Source: an optimization exercise on an open RTL-to-GDS flow (aim: small area). Production flows keep margins and buffers that such runs may drop.
Only the layout flow was run in this run; the RTL was not checked for function there.

==> flow/design.v <==
module FIR_low_pass_filter(
	input clk,
	input rst,
	input [7:0]FIR_IN,
	output reg [16:0]FIR_OUT
);
reg [7:0] d0;
reg [7:0] d1;
reg [7:0] d2;
reg [7:0] d3;
reg [7:0] d4;
reg [7:0] d5;
reg [7:0] d6;
reg [7:0] d7;
reg [7:0] d8;
reg [8:0] r;
wire [8:0] r_next;
always @(posedge clk or negedge rst)
	if (!rst) begin
		d0 <= 8'b0;
		d1 <= 8'b0;
		d2 <= 8'b0;
		d3 <= 8'b0;
		d4 <= 8'b0;
		d5 <= 8'b0;
		d6 <= 8'b0;
		d7 <= 8'b0;
		d8 <= 8'b0;
		r <= 9'b0;
	end else begin
		d0 <= FIR_IN;
		d1 <= d0;
		d2 <= d1;
		d3 <= d2;
		d4 <= d3;
		d5 <= d4;
		d6 <= d5;
		d7 <= d6;
		d8 <= d7;
		r <= r_next;
	end
wire w1;
wire w2;
wire w4;
wire w5;
wire w7;
wire w8;
wire w10;
wire w11;
wire w13;
wire w14;
wire w16;
wire w17;
wire w19;
wire w20;
wire w22;
wire w23;
wire w25;
wire w26;
wire w28;
wire w29;
wire w31;
wire w33;
wire w35;
wire w37;
wire w39;
wire w41;
wire w43;
wire w44;
wire w46;
wire w48;
wire w50;
wire w52;
wire w54;
wire w56;
wire w58;
wire w59;
wire w61;
wire w63;
wire w65;
wire w67;
wire w69;
wire w71;
wire w73;
wire w74;
wire w76;
wire w78;
wire w80;
wire w81;
wire w83;
wire w84;
wire w86;
wire w87;
wire w89;
wire w91;
wire w93;
wire w95;
wire w97;
wire w99;
wire w101;
wire w102;
wire w104;
wire w106;
wire w108;
wire w110;
wire w112;
wire w114;
wire w116;
wire w117;
wire w119;
wire w121;
wire w123;
wire w125;
wire w127;
wire w129;
wire w131;
wire w132;
wire w134;
wire w136;
wire w138;
wire w139;
wire w141;
wire w142;
wire w144;
wire w145;
wire w147;
wire w148;
wire w150;
wire w151;
wire w153;
wire w154;
wire w156;
wire w157;
wire w159;
wire w160;
wire w162;
wire w164;
wire w166;
wire w168;
wire w170;
wire w172;
wire w174;
wire w175;
wire w177;
wire w179;
wire w181;
wire w183;
wire w185;
wire w187;
wire w189;
wire w190;
wire w192;
wire w194;
wire w196;
wire w198;
wire w200;
wire w202;
wire w204;
wire w205;
wire w207;
wire w209;
wire w211;
wire w213;
wire w214;
wire w216;
wire w217;
wire w219;
wire w220;
wire w222;
wire w223;
wire w225;
wire w226;
wire w228;
wire w229;
wire w231;
wire w232;
wire w234;
wire w235;
wire w237;
wire w238;
wire w240;
wire w241;
wire w243;
wire w244;
wire w246;
wire w247;
wire w249;
wire w251;
wire w253;
wire w255;
wire w257;
wire w259;
wire w261;
wire w262;
wire w264;
wire w266;
wire w268;
wire w270;
wire w272;
wire w274;
wire w276;
wire w277;
wire w279;
wire w281;
wire w283;
wire w285;
wire w287;
wire w289;
wire w291;
wire w292;
wire w294;
wire w295;
wire w297;
wire w298;
wire w300;
wire w301;
wire w303;
wire w305;
wire w307;
wire w309;
wire w311;
wire w313;
wire w315;
wire w316;
wire w318;
wire w320;
wire w322;
wire w324;
wire w326;
wire w328;
wire w330;
wire w331;
wire w333;
wire w335;
wire w337;
wire w339;
wire w341;
wire w343;
wire w345;
wire w346;
wire w348;
wire w349;
wire w351;
wire w352;
wire w354;
wire w355;
wire w357;
wire w358;
wire w360;
wire w361;
wire w363;
wire w364;
wire w366;
wire w367;
wire w369;
wire w370;
wire w372;
wire w373;
wire w375;
wire w376;
wire w378;
wire w379;
wire w381;
wire w382;
wire w384;
wire w385;
wire w387;
wire w388;
wire w390;
wire w391;
wire w393;
wire w394;
wire w396;
wire w397;
wire w399;
wire w400;
wire w402;
wire w403;
wire w405;
wire w406;
wire w408;
wire w409;
wire w411;
wire w412;
wire w414;
wire w415;
wire w417;
wire w418;
wire w420;
wire w421;
wire w423;
wire w424;
wire w426;
wire w427;
wire w429;
wire w430;
wire w432;
wire w433;
wire w435;
wire w436;
wire w438;
wire w439;
wire w441;
wire w442;
wire w444;
wire w445;
wire w447;
wire w448;
wire w450;
wire w451;
wire w453;
wire w454;
wire w456;
wire w457;
wire w459;
wire w460;
wire w462;
wire w463;
wire w465;
wire w466;
wire w468;
wire w469;
wire w471;
wire w472;
wire w474;
wire w475;
wire w477;
wire w478;
wire w480;
wire w481;
wire w483;
wire w484;
wire w486;
wire w487;
wire w489;
wire w490;
wire w492;
wire w493;
wire w495;
wire w496;
wire w498;
wire w499;
wire w501;
wire w502;
wire w504;
wire w505;
wire w507;
wire w509;
wire w511;
wire w513;
wire w515;
wire w517;
wire w519;
wire w521;
wire w523;
wire w525;
wire w527;
wire w529;
wire w531;
wire w532;
wire w534;
wire w536;
wire w538;
wire w540;
wire w542;
wire w544;
wire w546;
wire w547;
wire w549;
wire w551;
wire w553;
wire w555;
wire w557;
wire w559;
wire w561;
wire w563;
wire w565;
wire w567;
wire w569;
wire w571;
wire w573;
fir_ha u3 (.a(d0[0]), .b(d8[0]), .y(w1), .z(w2));
fir_fa u6 (.a(d0[1]), .b(d8[1]), .c(w2), .y(w4), .z(w5));
fir_fa u9 (.a(d0[2]), .b(d8[2]), .c(w5), .y(w7), .z(w8));
fir_fa u12 (.a(d0[3]), .b(d8[3]), .c(w8), .y(w10), .z(w11));
fir_fa u15 (.a(d0[4]), .b(d8[4]), .c(w11), .y(w13), .z(w14));
fir_fa u18 (.a(d0[5]), .b(d8[5]), .c(w14), .y(w16), .z(w17));
fir_fa u21 (.a(d0[6]), .b(d8[6]), .c(w17), .y(w19), .z(w20));
fir_fa u24 (.a(d0[7]), .b(d8[7]), .c(w20), .y(w22), .z(w23));
fir_ha u27 (.a(d4[0]), .b(d6[0]), .y(w25), .z(w26));
fir_ha u30 (.a(d4[1]), .b(d6[1]), .y(w28), .z(w29));
fir_xr u32 (.a(w28), .b(w26), .y(w31));
fir_aoi u34 (.a(w28), .b(w26), .c(w29), .y(w33));
fir_xn u36 (.a(d4[2]), .b(d6[2]), .y(w35));
fir_xr u38 (.a(w35), .b(w33), .y(w37));
fir_nd u40 (.a(d4[2]), .b(d6[2]), .y(w39));
fir_oai u42 (.a(w35), .b(w33), .c(w39), .y(w41));
fir_ha u45 (.a(d4[3]), .b(d6[3]), .y(w43), .z(w44));
fir_xr u47 (.a(w43), .b(w41), .y(w46));
fir_aoi u49 (.a(w43), .b(w41), .c(w44), .y(w48));
fir_xn u51 (.a(d4[4]), .b(d6[4]), .y(w50));
fir_xr u53 (.a(w50), .b(w48), .y(w52));
fir_nd u55 (.a(d4[4]), .b(d6[4]), .y(w54));
fir_oai u57 (.a(w50), .b(w48), .c(w54), .y(w56));
fir_ha u60 (.a(d4[5]), .b(d6[5]), .y(w58), .z(w59));
fir_xr u62 (.a(w58), .b(w56), .y(w61));
fir_aoi u64 (.a(w58), .b(w56), .c(w59), .y(w63));
fir_xn u66 (.a(d4[6]), .b(d6[6]), .y(w65));
fir_xr u68 (.a(w65), .b(w63), .y(w67));
fir_nd u70 (.a(d4[6]), .b(d6[6]), .y(w69));
fir_oai u72 (.a(w65), .b(w63), .c(w69), .y(w71));
fir_ha u75 (.a(d4[7]), .b(d6[7]), .y(w73), .z(w74));
fir_xr u77 (.a(w73), .b(w71), .y(w76));
fir_ao u79 (.a(w73), .b(w71), .c(w74), .y(w78));
fir_ha u82 (.a(r[0]), .b(w25), .y(w80), .z(w81));
fir_fa u85 (.a(r[1]), .b(w31), .c(w81), .y(w83), .z(w84));
fir_ha u88 (.a(r[2]), .b(w37), .y(w86), .z(w87));
fir_xr u90 (.a(w86), .b(w84), .y(w89));
fir_aoi u92 (.a(w86), .b(w84), .c(w87), .y(w91));
fir_xn u94 (.a(r[3]), .b(w46), .y(w93));
fir_xr u96 (.a(w93), .b(w91), .y(w95));
fir_nd u98 (.a(r[3]), .b(w46), .y(w97));
fir_oai u100 (.a(w93), .b(w91), .c(w97), .y(w99));
fir_ha u103 (.a(r[4]), .b(w52), .y(w101), .z(w102));
fir_xr u105 (.a(w101), .b(w99), .y(w104));
fir_aoi u107 (.a(w101), .b(w99), .c(w102), .y(w106));
fir_xn u109 (.a(r[5]), .b(w61), .y(w108));
fir_xr u111 (.a(w108), .b(w106), .y(w110));
fir_nd u113 (.a(r[5]), .b(w61), .y(w112));
fir_oai u115 (.a(w108), .b(w106), .c(w112), .y(w114));
fir_ha u118 (.a(r[6]), .b(w67), .y(w116), .z(w117));
fir_xr u120 (.a(w116), .b(w114), .y(w119));
fir_aoi u122 (.a(w116), .b(w114), .c(w117), .y(w121));
fir_xn u124 (.a(r[7]), .b(w76), .y(w123));
fir_xr u126 (.a(w123), .b(w121), .y(w125));
fir_nd u128 (.a(r[7]), .b(w76), .y(w127));
fir_oai u130 (.a(w123), .b(w121), .c(w127), .y(w129));
fir_ha u133 (.a(r[8]), .b(w78), .y(w131), .z(w132));
fir_xr u135 (.a(w131), .b(w129), .y(w134));
fir_ao u137 (.a(w131), .b(w129), .c(w132), .y(w136));
fir_fa u140 (.a(d3[0]), .b(d7[0]), .c(d5[0]), .y(w138), .z(w139));
fir_fa u143 (.a(d3[1]), .b(d7[1]), .c(d5[1]), .y(w141), .z(w142));
fir_fa u146 (.a(d3[2]), .b(d7[2]), .c(d5[2]), .y(w144), .z(w145));
fir_fa u149 (.a(d3[3]), .b(d7[3]), .c(d5[3]), .y(w147), .z(w148));
fir_fa u152 (.a(d3[4]), .b(d7[4]), .c(d5[4]), .y(w150), .z(w151));
fir_fa u155 (.a(d3[5]), .b(d7[5]), .c(d5[5]), .y(w153), .z(w154));
fir_fa u158 (.a(d3[6]), .b(d7[6]), .c(d5[6]), .y(w156), .z(w157));
fir_fa u161 (.a(d3[7]), .b(d7[7]), .c(d5[7]), .y(w159), .z(w160));
fir_xr u163 (.a(w141), .b(w139), .y(w162));
fir_nd u165 (.a(w141), .b(w139), .y(w164));
fir_xn u167 (.a(w142), .b(w144), .y(w166));
fir_xr u169 (.a(w166), .b(w164), .y(w168));
fir_nd u171 (.a(w142), .b(w144), .y(w170));
fir_oai u173 (.a(w166), .b(w164), .c(w170), .y(w172));
fir_ha u176 (.a(w145), .b(w147), .y(w174), .z(w175));
fir_xr u178 (.a(w174), .b(w172), .y(w177));
fir_aoi u180 (.a(w174), .b(w172), .c(w175), .y(w179));
fir_xn u182 (.a(w148), .b(w150), .y(w181));
fir_xr u184 (.a(w181), .b(w179), .y(w183));
fir_nd u186 (.a(w148), .b(w150), .y(w185));
fir_oai u188 (.a(w181), .b(w179), .c(w185), .y(w187));
fir_ha u191 (.a(w151), .b(w153), .y(w189), .z(w190));
fir_xr u193 (.a(w189), .b(w187), .y(w192));
fir_aoi u195 (.a(w189), .b(w187), .c(w190), .y(w194));
fir_xn u197 (.a(w154), .b(w156), .y(w196));
fir_xr u199 (.a(w196), .b(w194), .y(w198));
fir_nd u201 (.a(w154), .b(w156), .y(w200));
fir_oai u203 (.a(w196), .b(w194), .c(w200), .y(w202));
fir_ha u206 (.a(w157), .b(w159), .y(w204), .z(w205));
fir_xr u208 (.a(w204), .b(w202), .y(w207));
fir_aoi u210 (.a(w204), .b(w202), .c(w205), .y(w209));
fir_iv u212 (.a(w209), .y(w211));
fir_ha u215 (.a(w160), .b(w211), .y(w213), .z(w214));
fir_fa u218 (.a(d2[0]), .b(d8[0]), .c(w80), .y(w216), .z(w217));
fir_fa u221 (.a(d2[1]), .b(d8[1]), .c(w83), .y(w219), .z(w220));
fir_ha u224 (.a(w217), .b(w219), .y(w222), .z(w223));
fir_fa u227 (.a(d2[2]), .b(d8[2]), .c(w89), .y(w225), .z(w226));
fir_fa u230 (.a(w220), .b(w223), .c(w225), .y(w228), .z(w229));
fir_fa u233 (.a(d2[3]), .b(d8[3]), .c(w95), .y(w231), .z(w232));
fir_fa u236 (.a(d2[4]), .b(d8[4]), .c(w104), .y(w234), .z(w235));
fir_fa u239 (.a(d2[5]), .b(d8[5]), .c(w110), .y(w237), .z(w238));
fir_fa u242 (.a(d2[6]), .b(d8[6]), .c(w119), .y(w240), .z(w241));
fir_fa u245 (.a(d2[7]), .b(d8[7]), .c(w125), .y(w243), .z(w244));
fir_ha u248 (.a(w226), .b(w231), .y(w246), .z(w247));
fir_xr u250 (.a(w246), .b(w229), .y(w249));
fir_aoi u252 (.a(w246), .b(w229), .c(w247), .y(w251));
fir_xn u254 (.a(w232), .b(w234), .y(w253));
fir_xr u256 (.a(w253), .b(w251), .y(w255));
fir_nd u258 (.a(w232), .b(w234), .y(w257));
fir_oai u260 (.a(w253), .b(w251), .c(w257), .y(w259));
fir_ha u263 (.a(w235), .b(w237), .y(w261), .z(w262));
fir_xr u265 (.a(w261), .b(w259), .y(w264));
fir_aoi u267 (.a(w261), .b(w259), .c(w262), .y(w266));
fir_xn u269 (.a(w238), .b(w240), .y(w268));
fir_xr u271 (.a(w268), .b(w266), .y(w270));
fir_nd u273 (.a(w238), .b(w240), .y(w272));
fir_oai u275 (.a(w268), .b(w266), .c(w272), .y(w274));
fir_ha u278 (.a(w241), .b(w243), .y(w276), .z(w277));
fir_xr u280 (.a(w276), .b(w274), .y(w279));
fir_aoi u282 (.a(w276), .b(w274), .c(w277), .y(w281));
fir_xn u284 (.a(w134), .b(w244), .y(w283));
fir_xr u286 (.a(w283), .b(w281), .y(w285));
fir_nd u288 (.a(w134), .b(w244), .y(w287));
fir_oai u290 (.a(w283), .b(w281), .c(w287), .y(w289));
fir_ha u293 (.a(w136), .b(w289), .y(w291), .z(w292));
fir_ha u296 (.a(w138), .b(w162), .y(w294), .z(w295));
fir_fa u299 (.a(w162), .b(w168), .c(w295), .y(w297), .z(w298));
fir_ha u302 (.a(w168), .b(w177), .y(w300), .z(w301));
fir_xr u304 (.a(w300), .b(w298), .y(w303));
fir_aoi u306 (.a(w300), .b(w298), .c(w301), .y(w305));
fir_xn u308 (.a(w183), .b(w177), .y(w307));
fir_xr u310 (.a(w307), .b(w305), .y(w309));
fir_nd u312 (.a(w183), .b(w177), .y(w311));
fir_oai u314 (.a(w307), .b(w305), .c(w311), .y(w313));
fir_ha u317 (.a(w183), .b(w192), .y(w315), .z(w316));
fir_xr u319 (.a(w315), .b(w313), .y(w318));
fir_aoi u321 (.a(w315), .b(w313), .c(w316), .y(w320));
fir_xn u323 (.a(w198), .b(w192), .y(w322));
fir_xr u325 (.a(w322), .b(w320), .y(w324));
fir_nd u327 (.a(w198), .b(w192), .y(w326));
fir_oai u329 (.a(w322), .b(w320), .c(w326), .y(w328));
fir_ha u332 (.a(w198), .b(w207), .y(w330), .z(w331));
fir_xr u334 (.a(w330), .b(w328), .y(w333));
fir_aoi u336 (.a(w330), .b(w328), .c(w331), .y(w335));
fir_xn u338 (.a(w213), .b(w207), .y(w337));
fir_xr u340 (.a(w337), .b(w335), .y(w339));
fir_nd u342 (.a(w213), .b(w207), .y(w341));
fir_oai u344 (.a(w337), .b(w335), .c(w341), .y(w343));
fir_fa u347 (.a(w214), .b(w213), .c(w343), .y(w345), .z(w346));
fir_ha u350 (.a(w214), .b(w346), .y(w348), .z(w349));
fir_ha u353 (.a(w138), .b(w216), .y(w351), .z(w352));
fir_fa u356 (.a(w80), .b(w294), .c(w352), .y(w354), .z(w355));
fir_ha u359 (.a(w354), .b(w222), .y(w357), .z(w358));
fir_fa u362 (.a(w83), .b(w216), .c(w297), .y(w360), .z(w361));
fir_fa u365 (.a(w355), .b(w360), .c(w358), .y(w363), .z(w364));
fir_ha u368 (.a(w228), .b(w363), .y(w366), .z(w367));
fir_fa u371 (.a(w89), .b(w303), .c(w222), .y(w369), .z(w370));
fir_fa u374 (.a(w361), .b(w369), .c(w364), .y(w372), .z(w373));
fir_fa u377 (.a(w249), .b(w367), .c(w372), .y(w375), .z(w376));
fir_fa u380 (.a(w138), .b(w95), .c(w309), .y(w378), .z(w379));
fir_fa u383 (.a(w370), .b(w228), .c(w378), .y(w381), .z(w382));
fir_fa u386 (.a(w255), .b(w373), .c(w381), .y(w384), .z(w385));
fir_ha u389 (.a(w376), .b(w384), .y(w387), .z(w388));
fir_fa u392 (.a(w294), .b(w104), .c(w318), .y(w390), .z(w391));
fir_fa u395 (.a(w379), .b(w249), .c(w390), .y(w393), .z(w394));
fir_fa u398 (.a(w382), .b(w264), .c(w393), .y(w396), .z(w397));
fir_fa u401 (.a(w385), .b(w388), .c(w396), .y(w399), .z(w400));
fir_fa u404 (.a(w297), .b(w110), .c(w324), .y(w402), .z(w403));
fir_fa u407 (.a(w391), .b(w255), .c(w402), .y(w405), .z(w406));
fir_fa u410 (.a(w394), .b(w270), .c(w405), .y(w408), .z(w409));
fir_fa u413 (.a(d5[0]), .b(w25), .c(w303), .y(w411), .z(w412));
fir_fa u416 (.a(w119), .b(w411), .c(w333), .y(w414), .z(w415));
fir_fa u419 (.a(w403), .b(w264), .c(w414), .y(w417), .z(w418));
fir_fa u422 (.a(w406), .b(w279), .c(w417), .y(w420), .z(w421));
fir_fa u425 (.a(d5[1]), .b(w31), .c(w309), .y(w423), .z(w424));
fir_fa u428 (.a(w412), .b(w125), .c(w423), .y(w426), .z(w427));
fir_fa u431 (.a(w426), .b(w339), .c(w415), .y(w429), .z(w430));
fir_fa u434 (.a(w270), .b(w418), .c(w429), .y(w432), .z(w433));
fir_fa u437 (.a(w285), .b(w421), .c(w432), .y(w435), .z(w436));
fir_fa u440 (.a(d5[2]), .b(w37), .c(w318), .y(w438), .z(w439));
fir_fa u443 (.a(w424), .b(w134), .c(w438), .y(w441), .z(w442));
fir_fa u446 (.a(w427), .b(w441), .c(w345), .y(w444), .z(w445));
fir_fa u449 (.a(w279), .b(w430), .c(w444), .y(w447), .z(w448));
fir_fa u452 (.a(w433), .b(w291), .c(w447), .y(w450), .z(w451));
fir_fa u455 (.a(d5[3]), .b(w46), .c(w324), .y(w453), .z(w454));
fir_fa u458 (.a(w439), .b(w136), .c(w453), .y(w456), .z(w457));
fir_fa u461 (.a(w442), .b(w456), .c(w285), .y(w459), .z(w460));
fir_fa u464 (.a(w348), .b(w445), .c(w292), .y(w462), .z(w463));
fir_fa u467 (.a(w459), .b(w448), .c(w462), .y(w465), .z(w466));
fir_fa u470 (.a(d5[4]), .b(w52), .c(w333), .y(w468), .z(w469));
fir_fa u473 (.a(w454), .b(w468), .c(w457), .y(w471), .z(w472));
fir_fa u476 (.a(w349), .b(w471), .c(w291), .y(w474), .z(w475));
fir_fa u479 (.a(w460), .b(w463), .c(w474), .y(w477), .z(w478));
fir_fa u482 (.a(d5[5]), .b(w61), .c(w339), .y(w480), .z(w481));
fir_fa u485 (.a(w469), .b(w480), .c(w472), .y(w483), .z(w484));
fir_fa u488 (.a(w292), .b(w483), .c(w475), .y(w486), .z(w487));
fir_fa u491 (.a(d5[6]), .b(w67), .c(w481), .y(w489), .z(w490));
fir_fa u494 (.a(w345), .b(w489), .c(w484), .y(w492), .z(w493));
fir_fa u497 (.a(d5[7]), .b(w76), .c(w348), .y(w495), .z(w496));
fir_fa u500 (.a(w490), .b(w495), .c(w493), .y(w498), .z(w499));
fir_fa u503 (.a(w78), .b(w349), .c(w496), .y(w501), .z(w502));
fir_ha u506 (.a(w397), .b(w408), .y(w504), .z(w505));
fir_xr u508 (.a(w504), .b(w400), .y(w507));
fir_aoi u510 (.a(w504), .b(w400), .c(w505), .y(w509));
fir_xn u512 (.a(w409), .b(w420), .y(w511));
fir_xr u514 (.a(w511), .b(w509), .y(w513));
fir_nd u516 (.a(w409), .b(w420), .y(w515));
fir_oai u518 (.a(w511), .b(w509), .c(w515), .y(w517));
fir_xr u520 (.a(w435), .b(w517), .y(w519));
fir_nd u522 (.a(w435), .b(w517), .y(w521));
fir_xn u524 (.a(w436), .b(w450), .y(w523));
fir_xr u526 (.a(w523), .b(w521), .y(w525));
fir_nd u528 (.a(w436), .b(w450), .y(w527));
fir_oai u530 (.a(w523), .b(w521), .c(w527), .y(w529));
fir_ha u533 (.a(w451), .b(w465), .y(w531), .z(w532));
fir_xr u535 (.a(w531), .b(w529), .y(w534));
fir_aoi u537 (.a(w531), .b(w529), .c(w532), .y(w536));
fir_xn u539 (.a(w466), .b(w477), .y(w538));
fir_xr u541 (.a(w538), .b(w536), .y(w540));
fir_nd u543 (.a(w466), .b(w477), .y(w542));
fir_oai u545 (.a(w538), .b(w536), .c(w542), .y(w544));
fir_ha u548 (.a(w478), .b(w486), .y(w546), .z(w547));
fir_xr u550 (.a(w546), .b(w544), .y(w549));
fir_aoi u552 (.a(w546), .b(w544), .c(w547), .y(w551));
fir_xn u554 (.a(w487), .b(w492), .y(w553));
fir_xr u556 (.a(w553), .b(w551), .y(w555));
fir_nd u558 (.a(w487), .b(w492), .y(w557));
fir_oai u560 (.a(w553), .b(w551), .c(w557), .y(w559));
fir_xr u562 (.a(w498), .b(w559), .y(w561));
fir_nd u564 (.a(w498), .b(w559), .y(w563));
fir_xn u566 (.a(w499), .b(w501), .y(w565));
fir_xr u568 (.a(w565), .b(w563), .y(w567));
fir_nd u570 (.a(w499), .b(w501), .y(w569));
fir_oai u572 (.a(w565), .b(w563), .c(w569), .y(w571));
fir_xr u574 (.a(w502), .b(w571), .y(w573));
assign r_next = {w23, w22, w19, w16, w13, w10, w7, w4, w1};
wire [16:0] y = {w573, w567, w561, w555, w549, w540, w534, w525, w519, w513, w507, w399, w387, w375, w366, w357, w351};
always @(posedge clk or negedge rst)
	if (!rst)
		FIR_OUT <= 17'b0;
	else
		FIR_OUT <= y;
endmodule
module fir_ao(input a, input b, input c, output y);
	assign y = (a & b) | c;
endmodule
module fir_aoi(input a, input b, input c, output y);
	assign y = ~((a & b) | c);
endmodule
module fir_fa(input a, input b, input c, output y, output z);
	assign y = a ^ b ^ c;
	assign z = (a & b) | (a & c) | (b & c);
endmodule
module fir_ha(input a, input b, output y, output z);
	assign y = a ^ b;
	assign z = a & b;
endmodule
module fir_iv(input a, output y);
	assign y = ~a;
endmodule
module fir_nd(input a, input b, output y);
	assign y = ~(a & b);
endmodule
module fir_oai(input a, input b, input c, output y);
	assign y = ~((a | b) & c);
endmodule
module fir_xn(input a, input b, output y);
	assign y = ~(a ^ b);
endmodule
module fir_xr(input a, input b, output y);
	assign y = a ^ b;
endmodule
==> flow/flow/run.sh <==
#!/bin/bash
# Own layout flow: the standard flow (standard.sh) with synthesis unchanged and
# two layout settings changed: the ports are buffered with sky130_fd_sc_hd__buf_1
# instead of the default buffer, and CTS inserts no dummy loads (clock buffers
# clkbuf_8 as in config.mk). After floorplan, flow/downsize.tcl sets the a21oi_2
# cells that synthesis chose back to a21oi_1.
# Each step's full output goes to its own log file here.
set -euo pipefail
HERE=$(pwd)
bash standard.sh synth > synth.log 2>&1
bash standard.sh \
  BUFFER_PORTS_ARGS="-buffer_cell sky130_fd_sc_hd__buf_1" \
  CTS_ARGS="-sink_clustering_enable -repair_clock_nets -dont_use_dummy_load -buf_list sky130_fd_sc_hd__clkbuf_8" \
  POST_FLOORPLAN_TCL="$HERE/flow/downsize.tcl" \
  finish > layout.log 2>&1
==> flow/flow/downsize.tcl <==
# Runs after floorplan, before placement: synthesis maps each one-gate a21oi
# module on its own and picks sky130_fd_sc_hd__a21oi_2; put those back to
# a21oi_1 (same function). Later repair steps upsize any that timing needs.
set n 0
set small [lindex [get_lib_cells */sky130_fd_sc_hd__a21oi_1] 0]
foreach inst [get_cells *] {
  if { [get_property $inst ref_name] == "sky130_fd_sc_hd__a21oi_2" } {
    replace_cell $inst $small
    incr n
  }
}
puts "downsize.tcl: $n a21oi_2 cells set to a21oi_1"
==> flow/standard.sh <==
#!/bin/bash
# synth_recipe.tcl (not shown) runs the flow's synth.tcl, then flattens the netlist and writes it again
# the make line also repeats each setting of config.mk as NAME=value (left out here)
make -C /OpenROAD-flow-scripts/flow DESIGN_CONFIG=/design/flow/config.mk WORK_HOME=/design/flow/orfs CLKGATE_MAP_FILE= SYNTH_SCRIPT=/design/flow/synth_recipe.tcl "${@:-finish}"
==> flow/config.mk <==
export PLATFORM = sky130hd
export DESIGN_NAME = FIR_low_pass_filter
export DESIGN_NICKNAME = FIR_low_pass_filter
export VERILOG_FILES = /design/flow/design.v
export SDC_FILE = /design/flow/constraint.sdc
export NUM_CORES = 4
export LEC_CHECK = 0
export CAP_MARGIN = 20
export CORE_MARGIN = 2
export CORE_UTILIZATION = 40
export CTS_BUF_LIST = sky130_fd_sc_hd__clkbuf_8
export SETUP_SLACK_MARGIN = -0.25
export SLEW_MARGIN = 20
export SYNTH_HIERARCHICAL = 1
export SYNTH_MINIMUM_KEEP_SIZE = 0
==> flow/constraint.sdc <==
create_clock -name core_clock -period 7.0 [get_ports {clk}]
set_input_delay 1.4000 -clock core_clock [delete_from_list [all_inputs] [get_ports {clk}]]
set_output_delay 1.4000 -clock core_clock [all_outputs]
set_load 0.01 [all_outputs]
==> summary.txt <==
## cells by family (layout without fill, tap and decap cells)
group           Yosys count  count (layout)  synth area share [%]
compound gates           40              40                  5.19
flops                    98              98                  46.6
simple gates             23              23                  1.64
xor+xnor                 64              64                  10.7
buf+inv                   1              38                0.0713
fa+ha+maj               106             106                  35.8
## placed cells by master, fill, tap and decap left out, drive strengths merged
master	n
dfrtp	98
fa	74
xor2	44
ha	32
buf	27
nand2	23
o21ai	20
xnor2	20
a21oi	18
clkbuf	10
a21o	2
inv	1
## per-module statistics from Yosys (local to each module, per instance), excerpt
module / cell area, um2 / flops+latches / times used / cells
fir_nd: 3.75 / 0 / 23 / 1
fir_aoi: 8.76 / 0 / 18 / 1
fir_fa: 20.0 / 0 / 74 / 1
FIR_low_pass_filter: 2450 / 98 / 1 / 98
fir_xr: 8.76 / 0 / 44 / 1
fir_xn: 8.76 / 0 / 20 / 1
fir_ha: 12.5 / 0 / 32 / 1
fir_iv: 3.75 / 0 / 1 / 1
## metal layers
metal | part of all wire, % | vias up
li1 | - | 1147
met1 | 50 | 1261
met2 | 45 | 31
met3 | 3.3 | 14
met4 | 1.9 | 0
met5 | 0 | -
## stage by stage
step	util [%]
after global routing	44.9
after detailed placement	43.3
after CTS	44.3
after global placement	43.3
final	44.9
after floorplan	-
## worst reg2reg max path, delay by kind of cell (launching register included)
family          cells  cell delay (ns)
simple gates        1             0.11
fa+ha+maj           8             2.85
compound gates     13             2.56
xor+xnor            3             0.65
flops               1             0.40
## worst max-delay path by stage
stage	slack [ns]	to
after global placement	0.02	FIR_OUT[16]$_DFF_PN0_
after global routing	-0.22	FIR_OUT[16]$_DFF_PN0_
final	0.28	FIR_OUT[16]$_DFF_PN0_
after CTS	-0.03	FIR_OUT[16]$_DFF_PN0_
after detailed placement	0.04	FIR_OUT[16]$_DFF_PN0_
after floorplan	0.90	FIR_OUT[16]$_DFF_PN0_
## cells in the mapped netlist, drive strengths merged
cell type	instances	area, um2
o21ai	20	100
fa	74	1480
xnor2	20	175
a21o	2	15.0
xor2	44	385
nand2	23	86.3
ha	32	400
inv	1	3.75
dfrtp	98	2450
a21oi	18	158
## final cells by class
cell class                      instances  area (um2)
Timing Repair Buffer                   28         116
Sequential cell                        98        2450
Clock buffer                            9         124
Tap cell                              172         215
Fill cell                            1159        7010
Inverter                                1        3.75
Multi-Input combinational cell        233        2800
## flip-flops by register name, summed over array words and instances, names as in the netlist
| register | count |
|---|---|
| FIR_OUT | 17 |
| d6 | 8 |
| d5 | 8 |
| d7 | 8 |
| d8 | 8 |
| d4 | 8 |
| r | 9 |
| d0 | 8 |
| d3 | 8 |
| d2 | 8 |
| d1 | 8 |
## what timing repair did
item / in CTS / in global routing
hold buffers: 0 / 0
setup buffers: 0 / 1
resized for setup: 0 / 11
setup endpoints to repair: 0 / 3
==> impl_results.md <==
- CTS tree: built
- Met3 global-route usage: 4.01%
- Vias: around 2500
- Worst-path maximum fanout: 2
- Die ar.: between 10000 and 15000 um2
- Worst EP required: just over 7 ns
- Placer Congestion: 0.805
- Total grt overflow: 0
- Seq/Total Area, Yosys: 46.6%
- CTS sink count: 98
- Count of different cell masters after synthesis: 10
- CP max-delay cell: fa_1
- Tcrit/Tclk final: a little over nine tenths
- Fin area: 5710 um2
- Most frequent CP cell: o21ai_1
- Place WS: between 0.03 and 0.04 ns
- Final WL: approximately 8400 um
- Share of layout cells above drive strength 1: 6.23%
- Worst skew pair latency: between 0.3 and 0.4 ns
- Worst R2R Setup Slack: ~0.28 ns
- Slew Limit Headroom: a little under three fifths
- CTS H-tree lvls: 3
- Hold-critical path endpoint: d2[2]$_DFF_PN0_
- CTS clock-pin slew for the worst setup and hold paths: ~0.10 ns
- Dpl cell area: 5510 um2
- FF-to-FF Start: d6[1]$_DFF_PN0_
- Setup violations, final: 0
- Final net count: slightly below 500
- Worst reg-to-reg path cell count: 25
- Worst setup startpoint: d6[1]$_DFF_PN0_
- # rows: 41
- Cell Area, Synth: around 5300 um2
- Syn Inst Count: between 300 and 400
- Remaining DRCs: 0
- First-pass DRT Iterations: 4
- CP delay by family, top: adder cells
- Met1 Use GR: approximately a fifth
- Vias in the first global route: approximately 2800
- Drt wl/cell: 15.5 um
- First DRT Iteration DRCs: about 110
- Antenna viol nets, final: 0
- Final hold vios: 0
- Setup crit end kind: register
- Port bufs: 26
- Worst Path Arrival: between 6 and 7 ns
- Ys Warns: 7
- Post-route insts no fill: roughly 540
- Worst slew pin tran: about 0.66 ns
- Outcome: timing/DRC/antenna clean
- Horiz. Die Dim: between 100 and 150 um
- Core ar.: roughly 13000 um2
- Worst Skew: 0.0288 ns
- Ant diodes: 0
- Die height: between 100 and 150 um
- Slew Limit Fails: 0
- Placed Cells: ~530
- Met2 Use GR: around a fifth
- Final setup margin: approximately 0.28 ns
- Initial antenna violation count: 0
- First-pass GRT wire length: ~14000 um
- Setup tns final: 0 ns
- Synthesized Nets: between 400 and 500
- Worst hold start: d1[2]$_DFF_PN0_
- Initial Utilization: about two fifths
- Largest net degree at the start of global routing: 53
- Worst Setup Start Kind: register
- Clk root buf: clkbuf_8
- Max cap viols: 0
- Most used routing layer: met2
- CTS buffer count: 9
- Final Critical Period: about 6.7 ns
- Buffers and inverters on the worst path: 0
- HP Class: register to register
- Worst hold margin: 0.349 ns
- Vias per cell: around 4.5
- Worst-case clock buffer depth: 2
- Syn Area/Cell: about 16 um2
- Seq cells post-synth: 98
- Worst r2r dst: FIR_OUT[16]$_DFF_PN0_
- GRT Util Overall: between 10 and 15%
- Crit path depth: 25
- Post-DP HPWL: 6860 um
- # IOs: 27
- CP Class: register to register
- Hold Path Stages: 0
- Critical path's largest stage delay: approximately 0.51 ns
- P&R area growth vs syn: 8.66%
- F_max: around 150 MHz

separate check: timing with driven ports:
The flow's constraints put no driver on any port. The routed layout listed below was extracted and timed again, unchanged, in two steps.
Step 1 sets driving cells, clkbuf_16 on the clock port and buf_2 on the other inputs (assumed; they add their load-dependent delay and slew).
Step 2 adds t to the input delays and takes it off the output delays; t is the mean of the earliest and latest rising clock arrival at the registers after step 1. Input paths then give back, and output paths get back, about the clock's delay inside the block.
a / b / c = ideal / step 1 / step 2; a / b = the first two.
shift t [ns]: 0.399
setup WS [ns]: 0.284 / 0.284 / 0.284
latest minus earliest clock arrival (ns): 0.029 / 0.029
After both steps setup and hold are still met in this run. The setup slack of this run moves by 0.000 ns with the drivers and by 0.000 ns with both steps.
